What follows belongs to an exercise in optimizing a design on an open flow for small area; a production flow would make more cautious choices.
In this exercise RTL edits were held to simulation tests only and were not proved equivalent to the original.

before:
Design fpga_agc, start of the top module:
module fpga_agc(BLKUPL_, BMGXM, BMGXP, BMGYM, BMGYP, BMGZM, BMGZP, CAURST, CDUFAL, CDUXM, CDUXP, CDUYM, CDUYP, CDUZM, CDUZP, CNTRL1, CNTRL2, CTLSAT, DBLTST, DKBSNC, DKEND, DKSTRT, DOSCAL, FREFUN, GATEX_, GATEY_, GATEZ_, GCAPCL, GUIREL, HOLFUN, IMUCAG, IMUFAL, IMUOPR, IN3008, IN3212, IN3213, IN3214, IN3216, IN3301, ISSTOR, LEMATT, LFTOFF, LRIN0, LRIN1, LRRLSC, LVDAGD, MAINRS, MAMU, MANRmP, MANRmR, MANRmY, MANRpP, MANRpR, MANRpY, MARK, MDT01, MDT02, MDT03, MDT04, MDT05, MDT06, MDT07, MDT08, MDT09, MDT10, MDT11, MDT12, MDT13, MDT14, MDT15, MDT16, MKEY1, MKEY2, MKEY3, MKEY4, MKEY5, MLDCH, MLOAD, MNHNC, MNHRPT, MNHSBF, MNIMmP, MNIMmR, MNIMmY, MNIMpP, MNIMpR, MNIMpY, MONPAR, MONWBK, MRDCH, MREAD, MRKREJ, MRKRST, MSTP, MSTRT, MTCSAI, NAVRST, NHALGA, NHVFAL, NKEY1, NKEY2, NKEY3, NKEY4, NKEY5, OPCDFL, OPMSW2, OPMSW3, PCHGOF, PIPAXm, PIPAXp, PIPAYm, PIPAYp, PIPAZm, PIPAZp, ROLGOF, RRIN0, RRIN1, RRPONA, RRRLSC, S4BSAB, SBYBUT, SHAFTM, SHAFTP, SIGNX, SIGNY, SIGNZ, SMSEPR, SPSRDY, STRPRS, TEMPIN, TRANmX, TRANmY, TRANmZ, TRANpX, TRANpY, TRANpZ, TRNM, TRNP, TRST10, TRST9, ULLTHR, UPL0, UPL1, WD167, WD168, XLNK0, XLNK1, ZEROP, mstpeven, mstpodd, ALGA, ALRT0, ALRT1, ALT0, ALT1, ALTSNC, BPLSSW, BPLUS, CDUCLK, CDUXDM, CDUXDP, CDUYDM, CDUYDP, CDUZDM, CDUZDP, CGCWAR, CLK, COARSE, COMACT, DISDAC, DKDATA, DKDATB, ELSNCM, ELSNCN, EMSm, EMSp, ENERIM, ENEROP, GYENAB, GYRRST, GYRSET, GYXM, GYXP, GYYM, GYYP, GYZM, GYZP, ISSTDC, ISSWAR, KYRLS, LRRANG, LRRST, LRSYNC, LRXVEL, LRYVEL, LRZVEL, MBR1, MBR2, MCTRAL_, MGOJAM, MGP_, MIIP, MINHL, MINKL, MNISQ, MON800, MONWT, MOSCAL_, MPAL_, MPIPAL_, MRAG, MRCH, MREQIN, MRGG, MRLG, MROLGT, MRPTAL_, MRSC, MRULOG, MSCAFL_, MSCDBL_, MSP, MSQ10, MSQ11, MSQ12, MSQ13, MSQ14, MSQ16, MSQEXT, MST1, MST2, MST3, MSTPIT_, MT01, MT02, MT03, MT04, MT05, MT06, MT07, MT08, MT09, MT10, MT11, MT12, MTCAL_, MTCSA_, MVFAIL_, MWAG, MWARNF_, MWATCH_, MWBBEG, MWBG, MWCH, MWEBG, MWFBG, MWG, MWL01, MWL02, MWL03, MWL04, MWL05, MWL06, MWL07, MWL08, MWL09, MWL10, MWL11, MWL12, MWL13, MWL14, MWL15, MWL16, MWLG, MWQG, MWSG, MWYG, MWZG, OPEROR, OT1108, OT1110, OT1111, OT1112, OT1113, OT1114, OT1116, OT1207, OT1207_, OTLNK0, OTLNK1, OUTCOM, PIPASW, PIPDAT, PIPINT, RCmXmP, RCmXmY, RCmXpP, RCmXpY, RCmYmR, RCmYpR, RCmZmR, RCmZpR, RCpXmP, RCpXmY, RCpXpP, RCpXpY, RCpYmR, RCpYpR, RCpZmR, RCpZpR, RESTRT, RHCGO, RLYB01, RLYB02, RLYB03, RLYB04, RLYB05, RLYB06, RLYB07, RLYB08, RLYB09, RLYB10, RLYB11, RRRANG, RRRARA, RRRST, RRSYNC, RYWD12, RYWD13, RYWD14, RYWD16, S4BOFF, S4BSEQ, S4BTAK, SBYLIT, SHFTDM, SHFTDP, STARON, STNDBY, STRT1, STRT2, THRSTm, THRSTp, TMPCAU, TRNDM, TRNDP, TVCNAB, UPLACT, VNFLSH, ZEROPT, ZIMCDU, ZOPCDU, n12KPPS, n25KPPS, n3200A, n3200B, n3200C, n3200D, n800RST, n800SET, p28COM, p4SW, p4VDC, clk, reset, rope_addr, rope_data, core_addr, core_we, core_wdata, core_rdata);
Size: roughly 21000 cells after synthesis, about 9200 flip-flops, roughly 440 I/O pins, about 250000 um2 of cells after synthesis.
clock: 19.5 ns
lec_check: 0
cap_margin: 20
core_margin: 2
core_utilization: 60
slew_margin: 20
standard.sh (not shown) runs the stock make flow with config.mk's settings and CLKGATE_MAP_FILE= SYNTH_SCRIPT=/design/flow/synth_recipe.tcl, a recipe that flattens the netlist after the stock synthesis.
==> flow/flow/run.sh <==
#!/bin/bash
# Own flow: the standard ORFS layout, with two changes to how the layout is made:
#  - ports are buffered with sky130_fd_sc_hd__buf_1 instead of ORFS's default buffer;
#  - clock tree synthesis uses small clusters of clkbuf_8 leaf buffers and no dummy loads.
# Everything else (synthesis, floorplan, power grid, placement, routing) is standard.sh.
set -euo pipefail
export BUFFER_PORTS_ARGS="-buffer_cell sky130_fd_sc_hd__buf_1"
export CTS_ARGS="-sink_clustering_enable -repair_clock_nets -dont_use_dummy_load -buf_list sky130_fd_sc_hd__clkbuf_8 -sink_clustering_size 18 -sink_clustering_max_diameter 50"
bash standard.sh > standard_flow.log 2>&1
Changes in after relative to before:
--- a/flow/config.mk
+++ b/flow/config.mk
@@ -8,4 +8,4 @@
 export CAP_MARGIN = 20
 export CORE_MARGIN = 2
-export CORE_UTILIZATION = 60
+export CORE_UTILIZATION = 80
 export SLEW_MARGIN = 20
[summary]
Across after and before, the outcome is the same: a clean finish for every run.
Comparing after with before, the fraction of cell area in non-clock buffers came out essentially unchanged.
Taking before as the reference point, the detailed route wirelength on metal2 of after falls by about 5%.
On worst setup skew after layout, before beats after.

[afterwards: timing with drivers on the ports]
Ports are ideal in the flow. The routed layouts listed here were re-timed in OpenROAD.
Step 1 sets driving cells, clkbuf_16 on the clock port and buf_2 on the other inputs (assumed; they add their load-dependent delay and slew).
Step 2 times the ports against the registers' clock, not the clock port: input delays grow and output delays shrink by t, the midpoint of the rising clock arrivals with the driver on.
Slacks: ideal ports / drivers / drivers and shift; pairs: ideal ports / drivers.
run | t (ns) | setup WS [ns] | latest minus earliest clock arrival (ns)
before | 1.340 | 8.564 / 8.544 / 8.544 | 0.083 / 0.082
after | 1.323 | 8.630 / 8.606 / 8.606 | 0.120 / 0.120
After both steps setup and hold are still met in every run listed. The setup slack of after, which loses most, moves by -0.024 ns with the drivers and by -0.024 ns with both steps.
